From an optimization exercise on the open Yosys and OpenROAD flow, aimed at small area and a short achievable clock period; shortcuts taken in it are not production practice. In this exercise RTL edits were held to simulation tests only and were not proved equivalent to the original. No activity file was given, so power comes from the tool's default toggle rates.

[flow/run.sh]
#!/bin/bash
# synth_recipe.tcl (not shown) runs the flow's synth.tcl, then flattens the netlist and writes it again
# the make line also repeats each setting of config.mk as NAME=value (left out here)
make -C /OpenROAD-flow-scripts/flow DESIGN_CONFIG=/design/flow/config.mk WORK_HOME=/design/flow/orfs CLKGATE_MAP_FILE= SYNTH_SCRIPT=/design/flow/synth_recipe.tcl finish
[flow/config.mk]
export PLATFORM = sky130hd
export DESIGN_NAME = tawas
export DESIGN_NICKNAME = tawas
export VERILOG_FILES = /design/flow/design.v
export SDC_FILE = /design/flow/constraint.sdc
export NUM_CORES = 8
export LEC_CHECK = 0
export CAP_MARGIN = 30
export CORE_MARGIN = 2
export CORE_UTILIZATION = 38
export CTS_CLUSTER_DIAMETER = 100
export CTS_CLUSTER_SIZE = 24
export PLACE_DENSITY = 0.42
export SETUP_SLACK_MARGIN = 3.5
export SLEW_MARGIN = 30
[flow/constraint.sdc]
create_clock -name core_clock -period 6.5 [get_ports {clk}]
set_input_delay 1.3000 -clock core_clock [delete_from_list [all_inputs] [get_ports {clk}]]
set_output_delay 1.3000 -clock core_clock [all_outputs]
set_load 0.01 [all_outputs]
[flow/design.v]
module tawas_fetch
(
    input clk,
    input rst,
    output ics,
    output [23:0] iaddr,
    input [31:0] idata,
    input [31:0] thread_mask_next,
    input [31:0] rcn_stall_next,
    input rcn_abort,
    input [2:0] au_flags_s3,
    input [23:0] pc_rtn_s3,
    output reg [4:0] s3_sel,
    output reg [31:0] s2_oh,
    output reg [4:0] s4_sel,
    output reg [4:0] s5_sel,
    output reg [4:0] s6_sel,
    output [2:0] rd_a,
    output [2:0] rd_b,
    output [2:0] rd_p,
    output [2:0] rd_d,
    output imm_sel_s3,
    output [31:0] imm_s3,
    output rf_imm_en,
    output [2:0] rf_imm_reg,
    output ls_dir_en,
    output ls_dir_s3,
    output ls_dir_store_s3,
    output [2:0] ls_dir_reg_s3,
    output [31:0] ls_dir_addr_s3,
    output au_op_en,
    output [14:0] au_op_s3,
    output ls_op_en,
    output [14:0] ls_op_s3
);
    integer i;
    reg [799:0] pc;
    reg [31:0] pc_vld;
    reg [31:0] thread_busy;
    reg s2_en;
    reg s3_en;
    reg s4_en;
    reg s5_en;
    reg s6_en;
    reg [4:0] s2_sel;
    reg [24:0] s2_pc;
    reg [24:0] s3_pc;
    reg [31:0] thread_ready;
    wire [15:0] r_lo = thread_ready[15:0];
    wire [15:0] r_hi = thread_ready[31:16];
    wire [15:0] l0 = {r_lo[14:0], 1'b0};
    wire [15:0] l1 = l0 | {l0[14:0], 1'b0};
    wire [15:0] l2 = l1 | {l1[13:0], 2'b0};
    wire [15:0] l3 = l2 | {l2[11:0], 4'b0};
    wire [15:0] b_lo = l3 | {l3[7:0], 8'b0};
    wire [15:0] g0 = {r_hi[14:0], 1'b0};
    wire [15:0] g1 = g0 | {g0[14:0], 1'b0};
    wire [15:0] g2 = g1 | {g1[13:0], 2'b0};
    wire [15:0] g3 = g2 | {g2[11:0], 4'b0};
    wire [15:0] b_hi = g3 | {g3[7:0], 8'b0};
    wire [15:0] oh_lo = r_lo & ~b_lo;
    wire [15:0] oh_hi = r_hi & ~b_hi;
    wire any_lo = |r_lo;
    wire [31:0] f0 = {thread_ready[30:0], 1'b0};
    wire [31:0] f1 = f0 | {f0[30:0], 1'b0};
    wire [31:0] f2 = f1 | {f1[29:0], 2'b0};
    wire [31:0] f3 = f2 | {f2[27:0], 4'b0};
    wire [31:0] f4 = f3 | {f3[23:0], 8'b0};
    wire [31:0] below = f4 | {f4[15:0], 16'b0};
    wire [31:0] s1_oh = thread_ready & ~below;
    wire s1_en = |thread_ready;
    reg [3:0] sel_lo;
    reg [3:0] sel_hi;
    reg [24:0] pc_lo;
    reg [24:0] pc_hi;
    wire [15:0] ohv_lo = oh_lo & pc_vld[15:0];
    wire [15:0] ohn_lo = oh_lo & ~pc_vld[15:0];
    wire [15:0] ohv_hi = oh_hi & pc_vld[31:16];
    wire [15:0] ohn_hi = oh_hi & ~pc_vld[31:16];
    always @ *
    begin
        sel_lo = 4'd0;
        sel_hi = 4'd0;
        pc_lo = 25'd0;
        pc_hi = 25'd0;
        for (i = 0; i < 16; i = i + 1)
        begin
            sel_lo = sel_lo | ({4{oh_lo[i]}} & i[3:0]);
            sel_hi = sel_hi | ({4{oh_hi[i]}} & i[3:0]);
            pc_lo = pc_lo | ({25{ohv_lo[i]}} & pc[i * 25 +: 25]) | ({25{ohn_lo[i]}} & i[24:0]);
            pc_hi = pc_hi | ({25{ohv_hi[i]}} & pc[(i + 16) * 25 +: 25]) |
                    ({25{ohn_hi[i]}} & (i[24:0] + 25'd16));
        end
    end
    wire [4:0] s1_sel = (any_lo) ? {1'b0, sel_lo} : {1'b1, sel_hi};
    wire [24:0] s1_pc = (any_lo) ? pc_lo : pc_hi;
    wire [31:0] retire_mask = {31'd0, s6_en} << s6_sel;
    wire [31:0] abort_mask = {31'd0, rcn_abort && s3_en} << s3_sel;
    wire [31:0] thread_busy_next = (thread_busy | s1_oh) & ~(retire_mask | abort_mask);
    always @ (posedge clk or posedge rst)
        if (rst)
        begin
            thread_busy <= 32'd0;
            thread_ready <= 32'd1;
        end
        else
        begin
            thread_busy <= thread_busy_next;
            thread_ready <= (~thread_busy_next) & thread_mask_next & (~rcn_stall_next);
        end
    wire op_is_halt;
    assign ics = s2_en;
    assign iaddr = s2_pc[23:0];
    always @ (posedge clk)
    begin
        s2_pc <= s1_pc;
        s3_pc <= s2_pc;
        s2_sel <= s1_sel;
        s3_sel <= s2_sel;
        s2_oh <= s1_oh;
        s4_sel <= s3_sel;
        s5_sel <= s4_sel;
        s6_sel <= s5_sel;
    end
    always @ (posedge clk or posedge rst)
        if (rst)
        begin
            s2_en <= 1'b0;
            s3_en <= 1'b0;
            s4_en <= 1'b0;
            s5_en <= 1'b0;
            s6_en <= 1'b0;
        end
        else
        begin
            s2_en <= s1_en;
            s3_en <= s2_en;
            s4_en <= s3_en && !rcn_abort;
            s5_en <= s4_en && !op_is_halt;
            s6_en <= s5_en;
        end
    wire h3 = s3_pc[24];
    wire serial3 = !idata[31];
    wire hv3 = !idata[31] || !idata[30];
    wire hau3 = (idata[31:30] == 2'b00);
    wire lv3 = !idata[31] || !idata[30] || !idata[29];
    wire lau3 = !idata[30] || (idata[31:28] == 4'b1100);
    wire dh3 = (serial3) ? h3 : hv3;
    wire dl3 = (serial3) ? !h3 : lv3;
    wire [14:0] auop3 = (dh3 && hau3) ? idata[29:15] : idata[14:0];
    wire call3 = (idata[31:24] == 8'b11111111);
    wire [14:0] lsop3 = (call3) ? 15'h77F7 : (dh3 && !hau3) ? idata[29:15] : idata[14:0];
    wire dir3 = (idata[31:27] == 5'b11110);
    assign au_op_s3 = auop3;
    assign ls_op_s3 = lsop3;
    assign rd_a = auop3[2:0];
    assign rd_b = auop3[5:3];
    assign rd_p = lsop3[5:3];
    assign rd_d = (dir3) ? idata[25:23] : lsop3[2:0];
    wire [24:0] pc_inc3 = s3_pc + 25'd1;
    wire ldi3 = (idata[31:28] == 4'b1110);
    assign imm_sel_s3 = ldi3 || call3;
    assign imm_s3 = (ldi3) ? {{8{idata[24]}}, idata[23:0]} : {7'd0, pc_inc3};
    wire [23:0] br_off3 = (idata[27]) ? {{16{idata[22]}}, idata[22:15]}
                                      : {{12{idata[26]}}, idata[26:15]};
    wire [23:0] br_tgt3 = s3_pc[23:0] + br_off3;
    wire [24:0] pc_next3 = (serial3 && !h3) ? {1'b1, s3_pc[23:0]} : {1'b0, pc_inc3[23:0]};
    wire brv3 = (idata[31:29] == 3'b110);
    wire jmp3 = (idata[31:25] == 7'b1111111);
    wire rtn3 = brv3 && idata[27] && (idata[22:15] == 8'd1);
    wire br3 = brv3 && !idata[27];
    wire flag3 = (idata[25:23] == 3'd0) ? au_flags_s3[0] :
                 (idata[25:23] == 3'd1) ? au_flags_s3[1] :
                 (idata[25:23] == 3'd2) ? au_flags_s3[2] : 1'b0;
    wire cond3 = brv3 && idata[27] && (idata[26] ? !flag3 : flag3);
    wire take3 = jmp3 || rtn3 || br3 || cond3;
    wire [23:0] tgt3 = (jmp3) ? idata[23:0] : (rtn3) ? pc_rtn_s3 : br_tgt3;
    wire halt3 = brv3 && (idata[27:15] == 13'd0);
    reg [23:0] tgt_s4;
    reg [24:0] pc_next_s4;
    reg take_s4;
    reg halt_s4;
    reg imm_s4;
    reg [2:0] imm_reg_s4;
    reg dir_s4;
    always @ (posedge clk)
    begin
        tgt_s4 <= tgt3;
        pc_next_s4 <= pc_next3;
        take_s4 <= take3;
        halt_s4 <= halt3;
        imm_s4 <= imm_sel_s3;
        imm_reg_s4 <= (ldi3) ? idata[27:25] : 3'd7;
        dir_s4 <= dir3;
    end
    wire au_v3 = (dh3 && hau3) || (dl3 && lau3);
    wire ls_v3 = (dh3 && !hau3) || (dl3 && !lau3) || call3;
    reg au_v4;
    reg ls_v4;
    always @ (posedge clk)
    begin
        au_v4 <= au_v3;
        ls_v4 <= ls_v3;
    end
    assign op_is_halt = halt_s4;
    wire [24:0] pc_update_addr = (take_s4) ? {1'b0, tgt_s4} : pc_next_s4;
    wire [31:0] pc_we = {31'd0, s4_en} << s4_sel;
    always @ (posedge clk)
        for (i = 0; i < 32; i = i + 1)
            if (pc_we[i])
                pc[i * 25 +: 25] <= pc_update_addr;
    always @ (posedge clk or posedge rst)
        if (rst)
            pc_vld <= 32'd0;
        else
            pc_vld <= pc_vld | pc_we;
    assign rf_imm_en = s4_en && imm_s4;
    assign rf_imm_reg = imm_reg_s4;
    assign ls_dir_en = s4_en && dir_s4;
    assign ls_dir_s3 = dir3;
    assign ls_dir_store_s3 = idata[26];
    assign ls_dir_reg_s3 = idata[25:23];
    assign ls_dir_addr_s3 = {{8{idata[22]}}, idata[21:0], 2'b00};
    assign au_op_en = s4_en && au_v4;
    assign ls_op_en = s4_en && ls_v4;
endmodule
module tawas_regfile
(
    input clk,
    input rst,
    input [31:0] rd_oh,
    input [2:0] rd_a,
    input [2:0] rd_b,
    input [2:0] rd_p,
    input [2:0] rd_d,
    output [31:0] rv_a,
    output [31:0] rv_b,
    output [31:0] rv_p,
    output [31:0] rv_d,
    output [23:0] r7_s3,
    output [2:0] flags_s3,
    input [4:0] wb_thread,
    input wb_au_en,
    input [2:0] wb_au_reg,
    input [31:0] wb_au_data,
    input [2:0] wb_au_flags,
    input wb_ptr_en,
    input [2:0] wb_ptr_reg,
    input [31:0] wb_ptr_data,
    input wb_ld_en,
    input [2:0] wb_ld_reg,
    input [31:0] wb_ld_data,
    input rcn_load_en,
    input [4:0] rcn_load_thread,
    input [2:0] rcn_load_reg,
    input [31:0] rcn_load_data
);
    integer i;
    integer n;
    reg [8191:0] rf;
    reg [95:0] rf_fl;
    reg [255:0] row_rd;
    reg [2:0] fl_rd;
    always @ *
    begin
        for (n = 0; n < 8; n = n + 1)
        begin
            row_rd[n * 32 +: 32] = 32'd0;
            for (i = 0; i < 32; i = i + 1)
                row_rd[n * 32 +: 32] = row_rd[n * 32 +: 32] | ({32{rd_oh[i]}} & rf[(i * 8 + n) * 32 +: 32]);
        end
        fl_rd = 3'd0;
        for (i = 0; i < 32; i = i + 1)
            fl_rd = fl_rd | ({3{rd_oh[i]}} & rf_fl[i * 3 +: 3]);
    end
    reg [255:0] row;
    reg [2:0] fl_s3;
    always @ (posedge clk)
    begin
        row <= row_rd;
        fl_s3 <= fl_rd;
    end
    wire [7:0] sel_a = 8'd1 << rd_a;
    wire [7:0] sel_b = 8'd1 << rd_b;
    wire [7:0] sel_p = 8'd1 << rd_p;
    wire [7:0] sel_d = 8'd1 << rd_d;
    reg [31:0] va;
    reg [31:0] vb;
    reg [31:0] vp;
    reg [31:0] vd;
    always @ *
    begin
        va = 32'd0;
        vb = 32'd0;
        vp = 32'd0;
        vd = 32'd0;
        for (n = 0; n < 8; n = n + 1)
        begin
            va = va | ({32{sel_a[n]}} & row[n * 32 +: 32]);
            vb = vb | ({32{sel_b[n]}} & row[n * 32 +: 32]);
            vp = vp | ({32{sel_p[n]}} & row[n * 32 +: 32]);
            vd = vd | ({32{sel_d[n]}} & row[n * 32 +: 32]);
        end
    end
    assign rv_a = va;
    assign rv_b = vb;
    assign rv_p = vp;
    assign rv_d = vd;
    assign r7_s3 = row[7 * 32 +: 24];
    assign flags_s3 = fl_s3;
    wire [7:0] au_hit_n = {7'd0, wb_au_en} << wb_au_reg;
    wire [7:0] ptr_hit_n = ({7'd0, wb_ptr_en} << wb_ptr_reg) & ~au_hit_n;
    wire [7:0] ld_hit_n = ({7'd0, wb_ld_en} << wb_ld_reg) & ~au_hit_n & ~ptr_hit_n;
    wire [7:0] rcn_hit_n = ({7'd0, rcn_load_en} << rcn_load_reg) & ~au_hit_n & ~ptr_hit_n & ~ld_hit_n;
    reg [7:0] au_hit;
    reg [7:0] ptr_hit;
    reg [7:0] ld_hit;
    reg [7:0] rcn_hit;
    reg [7:0] instr_hit;
    reg fl_we;
    always @ (posedge clk or posedge rst)
        if (rst)
        begin
            au_hit <= 8'd0;
            ptr_hit <= 8'd0;
            ld_hit <= 8'd0;
            rcn_hit <= 8'd0;
            instr_hit <= 8'd0;
            fl_we <= 1'b0;
        end
        else
        begin
            au_hit <= au_hit_n;
            ptr_hit <= ptr_hit_n;
            ld_hit <= ld_hit_n;
            rcn_hit <= rcn_hit_n;
            instr_hit <= au_hit_n | ptr_hit_n | ld_hit_n;
            fl_we <= wb_au_en;
        end
    reg [31:0] wb_oh;
    reg [31:0] rcn_oh;
    always @ (posedge clk)
    begin
        wb_oh <= 32'd1 << wb_thread;
        rcn_oh <= 32'd1 << rcn_load_thread;
    end
    reg [255:0] col;
    always @ *
        for (n = 0; n < 8; n = n + 1)
            col[n * 32 +: 32] = ({32{au_hit[n]}} & wb_au_data) |
                                ({32{ptr_hit[n]}} & wb_ptr_data) |
                                ({32{ld_hit[n]}} & wb_ld_data) |
                                ({32{rcn_hit[n]}} & rcn_load_data);
    always @ (posedge clk)
        for (i = 0; i < 32; i = i + 1)
            for (n = 0; n < 8; n = n + 1)
                if ((instr_hit[n] && wb_oh[i]) || (rcn_hit[n] && rcn_oh[i]))
                    rf[(i * 8 + n) * 32 +: 32] <= col[n * 32 +: 32];
    always @ (posedge clk)
        for (i = 0; i < 32; i = i + 1)
            if (fl_we && wb_oh[i])
                rf_fl[i * 3 +: 3] <= wb_au_flags;
endmodule
module tawas_au
(
    input clk,
    input rst,
    input [31:0] rv_a,
    input [31:0] rv_b,
    input [4:0] thread_id,
    output [31:0] thread_mask,
    output [31:0] thread_mask_next,
    input imm_sel_s3,
    input [31:0] imm_s3,
    input rf_imm_en,
    input [2:0] rf_imm_reg,
    input au_op_en,
    input [14:0] au_op_s3,
    output wb_au_en,
    output [2:0] wb_au_reg,
    output [31:0] wb_au_data,
    output [2:0] wb_au_flags
);
    parameter RTL_VERSION = 32'hFFFFFFFF;
    wire inv_s3 = (au_op_s3[14:9] == 6'b00_0100) || (au_op_s3[14:6] == 9'b0100_00001);
    wire zero_a_s3 = (au_op_s3[14:6] == 9'b0100_00001);
    wire imm_s3_au = (au_op_s3[14:13] == 2'b10);
    wire [32:0] imm10_s3 = {{23{au_op_s3[12]}}, au_op_s3[12:3]};
    reg [14:0] au_op;
    reg sum_op;
    reg sum_inv;
    reg [31:0] op_a;
    reg [31:0] op_b;
    reg op_b_hi;
    reg imm_sel;
    reg [4:0] sh_amt;
    always @ (posedge clk)
    begin
        au_op <= au_op_s3;
        sum_op <= (au_op_s3[14:9] == 6'b00_0011) ||
                  (au_op_s3[14:9] == 6'b00_0100) ||
                  (au_op_s3[14:6] == 9'b0100_00001) ||
                  (au_op_s3[14:13] == 2'b10);
        sum_inv <= inv_s3;
        op_a <= (zero_a_s3) ? 32'd0 : rv_a;
        op_b <= (imm_sel_s3) ? imm_s3 : (inv_s3) ? ~rv_b : (imm_s3_au) ? imm10_s3[31:0] : rv_b;
        imm_sel <= imm_sel_s3;
        sh_amt <= (au_op_s3[11]) ? au_op_s3[7:3] : rv_b[4:0];
        op_b_hi <= (inv_s3) ? 1'b1 : (imm_s3_au) ? imm10_s3[32] : 1'b0;
    end
    wire [32:0] reg_a = {1'b0, op_a};
    wire [32:0] reg_b = {1'b0, op_b};
    wire [32:0] imm10 = {{23{au_op[12]}}, au_op[12:3]};
    wire [33:0] sum_c = {reg_a, 1'b1} + {op_b_hi, op_b, sum_inv};
    wire [32:0] sum = sum_c[33:1];
    wire [4:0] sh_bits = sh_amt;
    wire [31:0] sh_lsl = (op_a << sh_bits);
    wire [31:0] sh_lsr = (op_a >> sh_bits);
    wire b_hi = |op_b[31:5];
    wire [32:0] bit_mask = 33'd1 << au_op[7:3];
    reg [32:0] result;
    always @ *
        if (imm_sel)
            result = {op_b[31], op_b};
        else if (au_op[14:13] == 2'b00)
            case (au_op[12:9])
            4'h0: result = reg_a | reg_b;
            4'h1: result = reg_a & reg_b;
            4'h2: result = reg_a ^ reg_b;
            default: result = 33'd0;
            endcase
        else if (au_op[14:11] == 4'b0100)
            case (au_op[10:6])
            5'h00: result = ~reg_b;
            5'h02: result = {{25{op_b[7]}}, op_b[7:0]};
            5'h03: result = {{17{op_b[15]}}, op_b[15:0]};
            5'h04: result = {sh_lsl[31], sh_lsl};
            5'h05: result = {sh_lsr[31], sh_lsr};
            5'h06: result = {sh_lsr[31], sh_lsr};
            5'h1B:
                case (au_op[5:3])
                3'd0: result = {1'b0, RTL_VERSION};
                3'd1: result = {28'd0, thread_id};
                default: result = 33'd0;
                endcase
            5'h1F: result = reg_a;
            default: result = 33'd0;
            endcase
        else if (au_op[14:11] == 4'b0101)
            case (au_op[10:8])
            3'h1: result = reg_a & ~bit_mask;
            3'h2: result = reg_a | bit_mask;
            3'h3: result = reg_a ^ bit_mask;
            3'h4: result = {sh_lsl[31], sh_lsl};
            3'h5: result = {sh_lsr[31], sh_lsr};
            3'h6: result = {sh_lsr[31], sh_lsr};
            default: result = 33'd0;
            endcase
        else
            result = imm10;
    wire no_store_op = (au_op[14:8] == 7'b0100111) ||
                       (au_op[14:12] == 3'b011) ||
                       (au_op[14:8] == 7'b0101000);
    wire csr_rd = !imm_sel && (au_op[14:6] == 9'b0100_11011);
    wire csr_wr = au_op_en && (au_op[14:6] == 9'b0100_11111);
    reg [32:0] result_d1;
    reg [32:0] sum_d1;
    reg sel_sum_d1;
    reg zero_d1;
    reg ones_d1;
    wire op_lsl = !imm_sel && (au_op[14:6] == 9'b0100_00100);
    wire op_lsr = !imm_sel && (au_op[14:6] == 9'b0100_00101);
    wire op_asr = !imm_sel && (au_op[14:6] == 9'b0100_00110);
    reg [2:0] wbreg_d1;
    reg rd_mask_d1;
    reg rd_ticks_d1;
    reg rd_scratch_d1;
    reg wr_mask_d1;
    reg wr_scratch_d1;
    reg wb_en_d1;
    always @ (posedge clk)
    begin
        result_d1 <= result;
        sum_d1 <= sum;
        sel_sum_d1 <= sum_op && !imm_sel;
        zero_d1 <= b_hi && (op_lsl || op_lsr || (op_asr && !op_a[31]));
        ones_d1 <= b_hi && op_asr && op_a[31];
        wbreg_d1 <= (imm_sel) ? rf_imm_reg :
                    (au_op[14:13] == 2'b00) ? au_op[8:6] : au_op[2:0];
        rd_mask_d1 <= csr_rd && (au_op[5:3] == 3'd2);
        rd_ticks_d1 <= csr_rd && (au_op[5:3] == 3'd3);
        rd_scratch_d1 <= csr_rd && (au_op[5:3] == 3'd7);
    end
    always @ (posedge clk or posedge rst)
        if (rst)
        begin
            wr_mask_d1 <= 1'b0;
            wr_scratch_d1 <= 1'b0;
            wb_en_d1 <= 1'b0;
        end
        else
        begin
            wr_mask_d1 <= csr_wr && (au_op[5:3] == 3'd2);
            wr_scratch_d1 <= csr_wr && (au_op[5:3] == 3'd7);
            wb_en_d1 <= rf_imm_en || (au_op_en && !no_store_op);
        end
    reg [31:0] csr_thread_mask;
    reg [31:0] csr_ticks;
    reg [31:0] csr_scratch;
    assign thread_mask = csr_thread_mask;
    assign thread_mask_next = (wr_mask_d1) ? result_d1[31:0] : csr_thread_mask;
    always @ (posedge clk or posedge rst)
        if (rst) csr_ticks <= 32'd0;
        else csr_ticks <= csr_ticks + 32'd1;
    always @ (posedge clk or posedge rst)
        if (rst)
        begin
            csr_thread_mask <= 32'd1;
            csr_scratch <= 32'd0;
        end
        else
        begin
            if (wr_mask_d1)
                csr_thread_mask <= result_d1[31:0];
            if (wr_scratch_d1)
                csr_scratch <= result_d1[31:0];
        end
    reg [32:0] au_result_d2;
    reg [2:0] wbreg_d2;
    reg wb_en_d2;
    always @ (posedge clk)
    begin
        au_result_d2 <= (rd_mask_d1) ? {1'b0, csr_thread_mask} :
                        (rd_ticks_d1) ? {1'b0, csr_ticks} :
                        (rd_scratch_d1) ? {1'b0, csr_scratch} :
                        (zero_d1) ? 33'd0 :
                        (ones_d1) ? {33{1'b1}} :
                        (sel_sum_d1) ? sum_d1 : result_d1;
        wbreg_d2 <= wbreg_d1;
    end
    reg [32:0] au_result_d3;
    reg au_zero_d3;
    always @ (posedge clk)
    begin
        au_result_d3 <= au_result_d2;
        au_zero_d3 <= (au_result_d2 == 33'd0);
    end
    always @ (posedge clk or posedge rst)
        if (rst)
        begin
            wb_en_d2 <= 1'b0;
        end
        else
        begin
            wb_en_d2 <= wb_en_d1;
        end
    assign wb_au_en = wb_en_d2;
    assign wb_au_reg = wbreg_d2;
    assign wb_au_data = au_result_d3[31:0];
    assign wb_au_flags = {au_result_d3[32], au_result_d3[31], au_zero_d3};
endmodule
module tawas_ls
(
    input clk,
    input rst,
    input [14:0] ls_op_s3,
    input ls_dir_s3,
    input ls_dir_store_s3,
    input [2:0] ls_dir_reg_s3,
    input [31:0] ls_dir_addr_s3,
    input [31:0] rv_p,
    input [31:0] rv_d,
    input ls_dir_en,
    input ls_op_en,
    output reg dcs,
    output reg dwr,
    output reg [31:0] daddr,
    output reg [3:0] dmask,
    output reg [31:0] dout,
    input [31:0] din,
    output reg rcn_cs,
    output reg rcn_xch,
    output reg [2:0] rcn_wbreg,
    output wb_ptr_en,
    output [2:0] wb_ptr_reg,
    output [31:0] wb_ptr_data,
    output wb_ld_en,
    output [2:0] wb_ld_reg,
    output [31:0] wb_ld_data
);
    wire [1:0] type3 = ls_op_s3[12:11];
    wire [4:0] off3 = ls_op_s3[10:6];
    wire [31:0] ptr3 = (type3 == 2'd0) ? rv_p :
                       (type3 == 2'd1) ? {rv_p[31:1], 1'b0} : {rv_p[31:2], 2'b00};
    wire [7:0] off_scaled3 = (type3 == 2'd0) ? {{3{off3[4]}}, off3} :
                             (type3 == 2'd1) ? {{2{off3[4]}}, off3, 1'b0}
                                             : {off3[4], off3, 2'd0};
    reg [31:0] ptr;
    reg [7:0] off;
    reg [31:0] op_d;
    reg [1:0] ls_type;
    reg use_ptr;
    reg wren;
    reg xchange;
    reg [2:0] wbreg;
    reg [2:0] ls_op_ptr;
    reg ls_op_post_inc;
    always @ (posedge clk)
    begin
        ptr <= (ls_dir_s3) ? ls_dir_addr_s3 : ptr3;
        off <= off_scaled3;
        op_d <= rv_d;
        ls_type <= (ls_dir_s3) ? 2'd2 : type3;
        use_ptr <= ls_dir_s3 || ls_op_s3[13];
        wren <= (ls_dir_s3) ? ls_dir_store_s3 : ls_op_s3[14];
        xchange <= !ls_dir_s3 && ls_op_s3[14] && (type3 == 2'b11);
        wbreg <= (ls_dir_s3) ? ls_dir_reg_s3 : ls_op_s3[2:0];
        ls_op_ptr <= ls_op_s3[5:3];
        ls_op_post_inc <= ls_op_s3[13];
    end
    wire [31:0] addr_inc = ptr + {{24{off[7]}}, off};
    wire [31:0] bus_addr = (use_ptr) ? ptr : addr_inc;
    wire data_bus_en = (ls_dir_en || ls_op_en) && (!bus_addr[31]);
    wire rcn_bus_en = (ls_dir_en || ls_op_en) && (bus_addr[31]);
    wire [31:0] wdata = (ls_type == 2'd0) ? {4{op_d[7:0]}} :
                        (ls_type == 2'd1) ? {2{op_d[15:0]}} : op_d;
    reg [3:0] wmask;
    always @ *
        case (ls_type)
        2'd0:
            case (bus_addr[1:0])
            2'd0: wmask = 4'b0001;
            2'd1: wmask = 4'b0010;
            2'd2: wmask = 4'b0100;
            default: wmask = 4'b1000;
            endcase
        2'd1:
            if (!bus_addr[1])
                wmask = 4'b0011;
            else
                wmask = 4'b1100;
        default: wmask = 4'hF;
        endcase
    always @ (posedge clk or posedge rst)
        if (rst)
        begin
            dcs <= 1'b0;
            rcn_cs <= 1'b0;
        end
        else
        begin
            dcs <= data_bus_en;
            rcn_cs <= rcn_bus_en;
        end
    always @ (posedge clk)
    begin
        dwr <= wren;
        daddr <= bus_addr;
        dmask <= wmask;
        dout <= wdata;
        rcn_xch <= xchange;
        rcn_wbreg <= wbreg;
    end
    reg ld_d1;
    reg ld_d2;
    reg wbptr_d1;
    reg wbptr_d2;
    always @ (posedge clk or posedge rst)
        if (rst)
        begin
            ld_d1 <= 1'b0;
            ld_d2 <= 1'b0;
            wbptr_d1 <= 1'b0;
            wbptr_d2 <= 1'b0;
        end
        else
        begin
            ld_d1 <= data_bus_en && (!wren || xchange);
            ld_d2 <= ld_d1;
            wbptr_d1 <= ls_op_en && ls_op_post_inc;
            wbptr_d2 <= wbptr_d1;
        end
    reg [2:0] wbreg_d2;
    reg [3:0] wmask_d2;
    reg [3:0] wmask_d3;
    reg [31:0] data_in;
    reg [2:0] wbptr_reg_d1;
    reg [2:0] wbptr_reg_d2;
    reg [31:0] wbptr_addr_d1;
    reg [31:0] wbptr_addr_d2;
    reg [31:0] wbptr_addr_d3;
    always @ (posedge clk)
    begin
        wbreg_d2 <= rcn_wbreg;
        wmask_d2 <= dmask;
        wmask_d3 <= wmask_d2;
        data_in <= din;
        wbptr_reg_d1 <= ls_op_ptr;
        wbptr_reg_d2 <= wbptr_reg_d1;
        wbptr_addr_d1 <= addr_inc;
        wbptr_addr_d2 <= wbptr_addr_d1;
        wbptr_addr_d3 <= wbptr_addr_d2;
    end
    reg [31:0] data_in_final;
    always @ *
        if (wmask_d3 == 4'b1111)
            data_in_final = data_in;
        else if (wmask_d3[1:0] == 2'b11)
            data_in_final = {16'd0, data_in[15:0]};
        else if (wmask_d3[3:2] == 2'b11)
            data_in_final = {16'd0, data_in[31:16]};
        else if (wmask_d3[0])
            data_in_final = {24'd0, data_in[7:0]};
        else if (wmask_d3[1])
            data_in_final = {24'd0, data_in[15:8]};
        else if (wmask_d3[2])
            data_in_final = {24'd0, data_in[23:16]};
        else
            data_in_final = {24'd0, data_in[31:24]};
    assign wb_ptr_en = wbptr_d2;
    assign wb_ptr_reg = wbptr_reg_d2;
    assign wb_ptr_data = wbptr_addr_d3;
    assign wb_ld_en = ld_d2;
    assign wb_ld_reg = wbreg_d2;
    assign wb_ld_data = data_in_final;
endmodule
module tawas_rcn_master
(
    input rst,
    input clk,
    input [68:0] rcn_in,
    output [68:0] rcn_out,
    input cs,
    input [4:0] seq,
    output busy,
    input wr,
    input [3:0] mask,
    input [23:2] addr,
    input [31:0] wdata,
    output rsp,
    output [4:0] rsp_seq,
    output [3:0] rsp_mask,
    output [31:0] rsp_data
);
    reg [68:0] rin;
    reg [68:0] rout;
    assign rcn_out = rout;
    wire my_resp = rin[68] && !rin[67] && (rin[65:63] == 3'd0);
    wire [68:0] req = {1'b1, 1'b1, wr, 3'd0, seq[4:2], mask, addr[23:2], seq[1:0], wdata};
    always @ (posedge clk or posedge rst)
        if (rst)
        begin
            rin <= 69'd0;
            rout <= 69'd0;
        end
        else
        begin
            rin <= rcn_in;
            rout <= (cs) ? req : (my_resp) ? 69'd0 : rin;
        end
    assign busy = rin[68] && !my_resp;
    assign rsp = my_resp;
    assign rsp_seq = {rin[62:60], rin[33:32]};
    assign rsp_mask = rin[59:56];
    assign rsp_data = rin[31:0];
endmodule
module tawas_rcn_master_buf
(
    input rst,
    input clk,
    input [68:0] rcn_in,
    output [68:0] rcn_out,
    input cs,
    input [4:0] seq,
    input wr,
    input [3:0] mask,
    input [23:2] addr,
    input [31:0] wdata,
    output full,
    output full_next,
    output rsp,
    output [4:0] rsp_seq,
    output [3:0] rsp_mask,
    output [31:0] rsp_data
);
    parameter DEPTH = 15;
    integer i;
    reg [64 * DEPTH - 1:0] req_buf;
    reg [DEPTH - 1:0] write_ptr;
    reg [DEPTH - 1:0] read_ptr;
    reg [3:0] req_cnt;
    assign full = (req_cnt >= 4'd11);
    wire req_push = cs;
    wire req_pop;
    wire [3:0] req_cnt_next = (req_push && !req_pop) ? req_cnt + 4'd1 :
                              (!req_push && req_pop) ? req_cnt - 4'd1 : req_cnt;
    assign full_next = (req_cnt_next >= 4'd11);
    always @ (posedge clk or posedge rst)
        if (rst)
            req_cnt <= 4'd0;
        else
            req_cnt <= req_cnt_next;
    always @ (posedge clk or posedge rst)
        if (rst)
            write_ptr <= {{(DEPTH - 1){1'b0}}, 1'b1};
        else if (req_push)
            write_ptr <= {write_ptr[DEPTH - 2:0], write_ptr[DEPTH - 1]};
    always @ (posedge clk or posedge rst)
        if (rst)
            read_ptr <= {{(DEPTH - 1){1'b0}}, 1'b1};
        else if (req_pop)
            read_ptr <= {read_ptr[DEPTH - 2:0], read_ptr[DEPTH - 1]};
    always @ (posedge clk)
        for (i = 0; i < DEPTH; i = i + 1)
            if (req_push && write_ptr[i])
                req_buf[i * 64 +: 64] <= {seq, wr, mask[3:0], addr[23:2], wdata[31:0]};
    reg [63:0] req;
    always @ *
    begin
        req = 64'd0;
        for (i = 0; i < DEPTH; i = i + 1)
            req = req | ({64{read_ptr[i]}} & req_buf[i * 64 +: 64]);
    end
    wire req_vld = (req_cnt != 4'd0);
    wire req_busy;
    assign req_pop = req_vld && !req_busy;
    tawas_rcn_master rcn_master
    (
        .rst(rst),
        .clk(clk),
        .rcn_in(rcn_in),
        .rcn_out(rcn_out),
        .cs(req_pop),
        .seq(req[63:59]),
        .busy(req_busy),
        .wr(req[58]),
        .mask(req[57:54]),
        .addr(req[53:32]),
        .wdata(req[31:0]),
        .rsp(rsp),
        .rsp_seq(rsp_seq),
        .rsp_mask(rsp_mask),
        .rsp_data(rsp_data)
    );
endmodule
module tawas_rcn
(
    input clk,
    input rst,
    input [4:0] seq,
    output [31:0] rcn_stall,
    output [31:0] rcn_stall_next,
    input rcn_cs,
    input rcn_xch,
    input rcn_wr,
    input [31:0] rcn_addr,
    input [2:0] rcn_wbreg,
    input [3:0] rcn_mask,
    input [31:0] rcn_wdata,
    output reg rcn_load_en,
    output rcn_load_en_next,
    output [4:0] rcn_load_thread_next,
    output [2:0] rcn_load_reg_next,
    output [31:0] rcn_load_data,
    input [68:0] rcn_in,
    output [68:0] rcn_out
);
    integer i;
    wire rsp;
    wire [4:0] rsp_seq;
    wire [3:0] rsp_mask;
    wire [31:0] rsp_data;
    wire master_full;
    wire master_full_next;
    tawas_rcn_master_buf rcn_master
    (
        .rst(rst),
        .clk(clk),
        .rcn_in(rcn_in),
        .rcn_out(rcn_out),
        .cs(rcn_cs),
        .seq(seq),
        .wr(rcn_wr),
        .mask(rcn_mask),
        .addr(rcn_addr[23:2]),
        .wdata(rcn_wdata),
        .full(master_full),
        .full_next(master_full_next),
        .rsp(rsp),
        .rsp_seq(rsp_seq),
        .rsp_mask(rsp_mask),
        .rsp_data(rsp_data)
    );
    reg rsp_d1;
    reg rsp_d2;
    reg rsp_d3;
    reg [4:0] rsp_seq_d1;
    reg [4:0] rsp_seq_d2;
    reg [4:0] rsp_seq_d3;
    always @ (posedge clk)
    begin
        rsp_d1 <= rsp;
        rsp_d2 <= rsp_d1;
        rsp_d3 <= rsp_d2;
        rsp_seq_d1 <= rsp_seq;
        rsp_seq_d2 <= rsp_seq_d1;
        rsp_seq_d3 <= rsp_seq_d2;
    end
    reg [31:0] pending_stall;
    wire [31:0] set_pending_stall = {31'd0, rcn_cs} << seq;
    wire [31:0] clr_pending_stall = {31'd0, rsp_d3} << rsp_seq_d3;
    wire [31:0] pending_stall_next = (pending_stall | set_pending_stall) & ~clr_pending_stall;
    always @ (posedge clk or posedge rst)
        if (rst)
            pending_stall <= 32'd0;
        else
            pending_stall <= pending_stall_next;
    assign rcn_stall = pending_stall | {32{master_full}};
    assign rcn_stall_next = pending_stall_next | {32{master_full_next}};
    reg [95:0] wbreg;
    reg [31:0] xch;
    wire [31:0] seq_oh = {31'd0, rcn_cs} << seq;
    always @ (posedge clk)
        for (i = 0; i < 32; i = i + 1)
            if (seq_oh[i])
            begin
                wbreg[i * 3 +: 3] <= rcn_wbreg;
                xch[i] <= rcn_xch;
            end
    wire in_rsp = rcn_in[68] && !rcn_in[67] && (rcn_in[65:63] == 3'd0);
    wire [4:0] in_seq = {rcn_in[62:60], rcn_in[33:32]};
    wire [31:0] in_oh = 32'd1 << in_seq;
    wire in_byp = rcn_cs && (seq == in_seq);
    reg in_xch;
    reg [2:0] in_wbreg;
    always @ *
    begin
        in_xch = 1'b0;
        in_wbreg = 3'd0;
        for (i = 0; i < 32; i = i + 1)
        begin
            in_xch = in_xch | (in_oh[i] & xch[i]);
            in_wbreg = in_wbreg | ({3{in_oh[i]}} & wbreg[i * 3 +: 3]);
        end
        if (in_byp)
        begin
            in_xch = rcn_xch;
            in_wbreg = rcn_wbreg;
        end
    end
    assign rcn_load_en_next = in_rsp && (!rcn_in[66] || in_xch);
    assign rcn_load_thread_next = in_seq;
    assign rcn_load_reg_next = in_wbreg;
    always @ (posedge clk or posedge rst)
        if (rst)
            rcn_load_en <= 1'b0;
        else
            rcn_load_en <= rcn_load_en_next;
    assign rcn_load_data = (rsp_mask[3:0] == 4'b1111) ? rsp_data[31:0] :
                           (rsp_mask[3:2] == 2'b11) ? {16'd0, rsp_data[31:16]} :
                           (rsp_mask[1:0] == 2'b11) ? {16'd0, rsp_data[15:0]} :
                           (rsp_mask[3]) ? {24'd0, rsp_data[31:24]} :
                           (rsp_mask[2]) ? {24'd0, rsp_data[23:16]} :
                           (rsp_mask[1]) ? {24'd0, rsp_data[15:8]} : {24'd0, rsp_data[7:0]};
endmodule
module tawas
(
    input clk,
    input rst,
    output ics,
    output [23:0] iaddr,
    input [31:0] idata,
    output dcs,
    output dwr,
    output [31:0] daddr,
    output [3:0] dmask,
    output [31:0] dout,
    input [31:0] din,
    input [68:0] rcn_in,
    output [68:0] rcn_out
);
    wire [31:0] thread_mask_next;
    wire [31:0] rcn_stall_next;
    wire rcn_load_en;
    wire [4:0] s3_sel;
    wire [31:0] s2_oh;
    wire [4:0] s4_sel;
    wire [4:0] s5_sel;
    wire [4:0] s6_sel;
    wire [2:0] rd_a;
    wire [2:0] rd_b;
    wire [2:0] rd_p;
    wire [2:0] rd_d;
    wire [31:0] rv_a;
    wire [31:0] rv_b;
    wire [31:0] rv_p;
    wire [31:0] rv_d;
    wire [23:0] r7_s3;
    wire [2:0] flags_s3;
    wire imm_sel_s3;
    wire [31:0] imm_s3;
    wire rf_imm_en;
    wire [2:0] rf_imm_reg;
    wire ls_dir_en;
    wire ls_dir_s3;
    wire ls_dir_store_s3;
    wire [2:0] ls_dir_reg_s3;
    wire [31:0] ls_dir_addr_s3;
    wire au_op_en;
    wire [14:0] au_op_s3;
    wire ls_op_en;
    wire [14:0] ls_op_s3;
    tawas_fetch tawas_fetch
    (
        .clk(clk),
        .rst(rst),
        .ics(ics),
        .iaddr(iaddr),
        .idata(idata),
        .thread_mask_next(thread_mask_next),
        .rcn_stall_next(rcn_stall_next),
        .rcn_abort(rcn_load_en),
        .au_flags_s3(flags_s3),
        .pc_rtn_s3(r7_s3),
        .s3_sel(s3_sel),
        .s2_oh(s2_oh),
        .s4_sel(s4_sel),
        .s5_sel(s5_sel),
        .s6_sel(s6_sel),
        .rd_a(rd_a),
        .rd_b(rd_b),
        .rd_p(rd_p),
        .rd_d(rd_d),
        .imm_sel_s3(imm_sel_s3),
        .imm_s3(imm_s3),
        .rf_imm_en(rf_imm_en),
        .rf_imm_reg(rf_imm_reg),
        .ls_dir_en(ls_dir_en),
        .ls_dir_s3(ls_dir_s3),
        .ls_dir_store_s3(ls_dir_store_s3),
        .ls_dir_reg_s3(ls_dir_reg_s3),
        .ls_dir_addr_s3(ls_dir_addr_s3),
        .au_op_en(au_op_en),
        .au_op_s3(au_op_s3),
        .ls_op_en(ls_op_en),
        .ls_op_s3(ls_op_s3)
    );
    wire wb_au_en;
    wire [2:0] wb_au_reg;
    wire [31:0] wb_au_data;
    wire [2:0] wb_au_flags;
    wire wb_ptr_en;
    wire [2:0] wb_ptr_reg;
    wire [31:0] wb_ptr_data;
    wire wb_ld_en;
    wire [2:0] wb_ld_reg;
    wire [31:0] wb_ld_data;
    wire rcn_load_en_next;
    wire [4:0] rcn_load_thread;
    wire [2:0] rcn_load_reg;
    wire [31:0] rcn_load_data;
    tawas_regfile tawas_regfile
    (
        .clk(clk),
        .rd_oh(s2_oh),
        .rd_a(rd_a),
        .rd_b(rd_b),
        .rd_p(rd_p),
        .rd_d(rd_d),
        .rv_a(rv_a),
        .rv_b(rv_b),
        .rv_p(rv_p),
        .rv_d(rv_d),
        .r7_s3(r7_s3),
        .flags_s3(flags_s3),
        .rst(rst),
        .wb_thread(s6_sel),
        .wb_au_en(wb_au_en),
        .wb_au_reg(wb_au_reg),
        .wb_au_data(wb_au_data),
        .wb_au_flags(wb_au_flags),
        .wb_ptr_en(wb_ptr_en),
        .wb_ptr_reg(wb_ptr_reg),
        .wb_ptr_data(wb_ptr_data),
        .wb_ld_en(wb_ld_en),
        .wb_ld_reg(wb_ld_reg),
        .wb_ld_data(wb_ld_data),
        .rcn_load_en(rcn_load_en_next),
        .rcn_load_thread(rcn_load_thread),
        .rcn_load_reg(rcn_load_reg),
        .rcn_load_data(rcn_load_data)
    );
    tawas_au tawas_au
    (
        .clk(clk),
        .rst(rst),
        .rv_a(rv_a),
        .rv_b(rv_b),
        .thread_id(s4_sel),
        .thread_mask(),
        .thread_mask_next(thread_mask_next),
        .imm_sel_s3(imm_sel_s3),
        .imm_s3(imm_s3),
        .rf_imm_en(rf_imm_en),
        .rf_imm_reg(rf_imm_reg),
        .au_op_en(au_op_en),
        .au_op_s3(au_op_s3),
        .wb_au_en(wb_au_en),
        .wb_au_reg(wb_au_reg),
        .wb_au_data(wb_au_data),
        .wb_au_flags(wb_au_flags)
    );
    wire rcn_cs;
    wire rcn_xch;
    wire [2:0] rcn_wbreg;
    tawas_ls tawas_ls
    (
        .clk(clk),
        .rst(rst),
        .ls_op_s3(ls_op_s3),
        .ls_dir_s3(ls_dir_s3),
        .ls_dir_store_s3(ls_dir_store_s3),
        .ls_dir_reg_s3(ls_dir_reg_s3),
        .ls_dir_addr_s3(ls_dir_addr_s3),
        .rv_p(rv_p),
        .rv_d(rv_d),
        .ls_dir_en(ls_dir_en),
        .ls_op_en(ls_op_en),
        .dcs(dcs),
        .dwr(dwr),
        .daddr(daddr),
        .dmask(dmask),
        .dout(dout),
        .din(din),
        .rcn_cs(rcn_cs),
        .rcn_xch(rcn_xch),
        .rcn_wbreg(rcn_wbreg),
        .wb_ptr_en(wb_ptr_en),
        .wb_ptr_reg(wb_ptr_reg),
        .wb_ptr_data(wb_ptr_data),
        .wb_ld_en(wb_ld_en),
        .wb_ld_reg(wb_ld_reg),
        .wb_ld_data(wb_ld_data)
    );
    tawas_rcn tawas_rcn
    (
        .clk(clk),
        .rst(rst),
        .seq(s5_sel),
        .rcn_stall(),
        .rcn_stall_next(rcn_stall_next),
        .rcn_cs(rcn_cs),
        .rcn_xch(rcn_xch),
        .rcn_wr(dwr),
        .rcn_addr(daddr),
        .rcn_wbreg(rcn_wbreg),
        .rcn_mask(dmask),
        .rcn_wdata(dout),
        .rcn_load_en(rcn_load_en),
        .rcn_load_en_next(rcn_load_en_next),
        .rcn_load_thread_next(rcn_load_thread),
        .rcn_load_reg_next(rcn_load_reg),
        .rcn_load_data(rcn_load_data),
        .rcn_in(rcn_in),
        .rcn_out(rcn_out)
    );
endmodule
==> flow_summary.toml <==
[outcome]
status = "finished clean"

[layout]
fin_util_pct = 43.7
area_delta_synth_final_pct = 14.8
layout_common_cells = "edfxtp_1, a22oi_1, buf_4"
final_common_cell = "edfxtp_1"
fin_cells = 44393
drive_gt1_share_pct = 17.6
fin_nets = 27690

[synth]
yosys.area.top_type_share_pct = 70.5
synth.area.top_cells = "edfxtp_1, a22oi_1, dfxtp_1"
async_flop_share_pct = 3.88
ys.flop_type = "edfxtp_1"
yosys_register_bits = 11668
yosysSeqAreaShare_pct = 78.0
synth.avg_cell_area_um2 = 16.4
ys_types = 96
ys.warnings.count = 7
synthesis.area_um2 = 433000
syn_nets = 26714
synth_area_leader_cell = "edfxtp_1"
netlist_instances = 26389
synth-edff-count = 10176

[route]
drc = 0
drtIter0Drc = 54229
vias = 301304
wl_per_cell_um = 51.9
drt_wl_total_um = 2310000
antenna_left = 0
via_per_inst = 6.79
first_pass_iters = 13

[floorplan]
initial_core_util_pct = 38.1
die_y_um = 1070
die_area_um2 = 1150000
rows = 392
die_w_um = 1070
core_area_um2 = 1140000
boundaryPins = 299

[timing]
timing.final.crit_share_pct = 50.5
slew_violations = 0
hold_viol = 0
setup_viol = 0
period_minus_slack_ns = 3.28
slew_headroom_pct = 5.37
fin_worst_skew_ns = 0.105
fmax_mhz = 305
rsz0062_at_grt = "true"
tightest_slew_ns = 1.42
holdWs_ns = 0.313
finalSetupTns_ns = 0

[critical_path]
r2r_start = "tawas_regfile.rcn_oh[20]$_DFF_P_"
worstSetupEndpointType = "flop"
rrSetupSlack_ns = 3.22
path_cells = "a22o_2, buf_4"
worstPathArrival_ns = 4.14
worstRegToRegCells = 2
worstSetupPathType = "flop to flop"
slowest_delay_ns = 1.17
r2r-end = "tawas_regfile.rf[5229]$_DFFE_PP_"
crit_fanout = 18
crit_family = "flip-flops"
start_kind = "flop"
critPathRequiredTime_ns = 7.35
worst-path-buf-inv = 1
cp_slowest_cell = "dfxtp_2"
cp.depth = 2

[job]
cap_violations = 0

[global_routing]
antenna_found_initial = 480
grt_overflow = 0
grt_first_pass_wirelength_um = 2910000
track_usage_pct = 38.7
first_global_vias = 267823
grt_max_degree = 132

[pwr]
seqPwrFrac_pct = 62.7
p_int_uw = 100000
p_leak_uw = 0.145
p_comb_share_pct = 3.4
p_sw_share_pct = 22.8
p_clk_share_pct = 33.9
power_density_nw_per_um2 = 261
irDropWorstVdd_mv = 0.236
p_sw_uw = 29600

[cts]
cts_root_buf = "clkbuf_16"
clock-sinks = 11668
clk_pin_slew_worst_paths_ns = 0.10
cts_max_path_buffers = 5
worstSkewPairLatency_ns = 1.25
cts_tree = "done"
numCtsBuffers = 594
cts_max_level = 6

[placed_design]
routabilityCongestion = 0.983
portBuffers = 298
dp_hpwl_um = 1380000
place_inst = 41366

[worst_hold_path]
holdPathEnd = "tawas_ls.wbptr_addr_d3[17]$_DFF_P_"
min-delay-path-class = "flop to flop"
min_from = "tawas_ls.wbptr_addr_d2[17]$_DFF_P_"
min_path_cells = 0
## power by group through the flow
stage	sequential (uW)	clock (uW)	combinational [uW]
2_1_floorplan	82600	0	1330
3_3_place_gp	83300	0	3400
3_5_place_dp	83200	0	3410
4_1_cts	81400	44500	3900
5_1_grt	81500	46700	4310
6_report	81500	44100	4380
## logic make-up after synthesis
kind of cell | after synthesis | share of synthesized area (%)
flip-flops | 11668 | 78.0
buffers and inverters | 2084 | 1.85
AO/OA/AOI/OAI | 7409 | 13.1
multiplexers | 368 | 1.06
AND/OR/NAND/NOR | 4512 | 5.16
adder cells (fa/ha/maj) | 190 | 0.554
XOR/XNOR | 158 | 0.319
## registers in the layout, summed over array words and instances, names as in the netlist, 33 cells and up
| name | cells |
|---|---|
| tawas_au.sum_d1 | 33 |
| tawas_rcn.rcn_master.rcn_master.rin | 69 |
| tawas_fetch.pc | 800 |
| tawas_regfile.rf_fl | 96 |
| tawas_regfile.row | 256 |
| tawas_au.au_result_d2 | 33 |
| tawas_rcn.wbreg | 96 |
| tawas_au.au_result_d3 | 33 |
| tawas_au.result_d1 | 33 |
| tawas_regfile.rf | 8192 |
| tawas_rcn.rcn_master.req_buf | 960 |
| tawas_rcn.rcn_master.rcn_master.rout | 69 |
## layer usage
| layer | up-vias | GRT usage, % | routed length [um] |
|---|---|---|---|
| met4 | 128 | 20.7 | 137000 |
| met3 | 4784 | 10.5 | 239000 |
| met1 | 163286 | 52.4 | 921000 |
| met2 | 21764 | 56.7 | 1010000 |
| li1 | 111342 | - | - |
| met5 | - | 0.452 | 1720 |
## worst max-delay path by stage
stage	startpoint	end	slack (ns)
floorplan	rst	tawas_au.csr_scratch[0]$_DFFE_PP0P_	-0.92
global placement	rcn_in[61]	tawas_regfile.rcn_hit[7]$_DFF_PP0_	0.99
detailed placement	rcn_in[61]	tawas_regfile.rcn_hit[7]$_DFF_PP0_	1.24
CTS	tawas_fetch.s2_en$_DFF_PP0_	ics	3.29
global route	tawas_ls.off[6]$_DFF_P_	tawas_ls.rcn_cs$_DFF_PP0_	3.20
finish	tawas_regfile.rcn_oh[20]$_DFF_P_	tawas_regfile.rf[5229]$_DFFE_PP_	3.22
## stage by stage
step / cell area (um2) / power (uW) / worst slack [ns]
after floorplan: 434000 / 84000 / -0.924
after global placement: 462000 / 86700 / 0.988
after detailed placement: 464000 / 86700 / 1.24
after CTS: 490000 / 130000 / 3.29
after global routing: 496000 / 132000 / 3.20
final: 497000 / 130000 / 3.22
## cell type report
class | instances | area, um2
flip-flops and latches | 11668 | 339000
well taps | 15169 | 19000
clock buffers | 914 | 16800
fillers | 101642 | 640000
repair buffers | 2235 | 22000
clock inverters | 88 | 1140
multi-input cells | 12669 | 95400
repair inverters | 6 | 86.3
diodes | 1453 | 3640
inverters | 191 | 825
## cell usage after synthesis (61+ instances only)
library cell  count
a211oi_1         61
a21oi_1         614
a221oi_1        832
a222oi_1        409
a22o_1          903
a22oi_1        3762
a31oi_1          87
and2_1          106
and3_1           96
buf_1           348
clkbuf_1       1461
dfrtp_1         449
dfxtp_1        1039
edfxtp_1      10176
ha_1            187
inv_1           180
mux2_2          176
mux2i_1         138
nand2_1        1363
nand2b_1         82
nand3_1         814
nand4_1         573
nor2_1          684
nor2b_1          95
nor3_1          238
o21ai_0         324
o22ai_1          63
or4_1           264
xnor2_1          98
## what timing repair did
action / CTS / global route
cloned: 37 / 19
pin swaps: 195 / 161
hold buffers: 0 / 0
gates resized for setup: 2096 / 454
buffers inserted: 372 / 134
hold endpoints to repair: 0 / 0
endpoints found under the setup margin: 9429 / 3890

## what the ideal ports hide
No port has a modelled driver above. Below, the same layout with a new extraction and two added sets of constraints.
Step 1 sets driving cells, clkbuf_16 on the clock port and buf_2 on the other inputs (assumed; they add their load-dependent delay and slew).
Step 2 moves the port delays by t, midway between the first and last clock arrival at a register: inputs arrive t later, outputs are due t later. That takes back most of the time a late clock gives input paths.
Slacks: ideal ports / drivers / drivers and shift; pairs: ideal ports / drivers.
t, ns: 1.370
setup WS [ns]: 3.218 / 3.213 / 2.132
worst data-port slew with drivers (ns): 0.20
After both steps setup and hold are still met in this run. For this run, drivers alone change the setup slack by -0.005 ns; drivers and shift together by -1.086 ns.
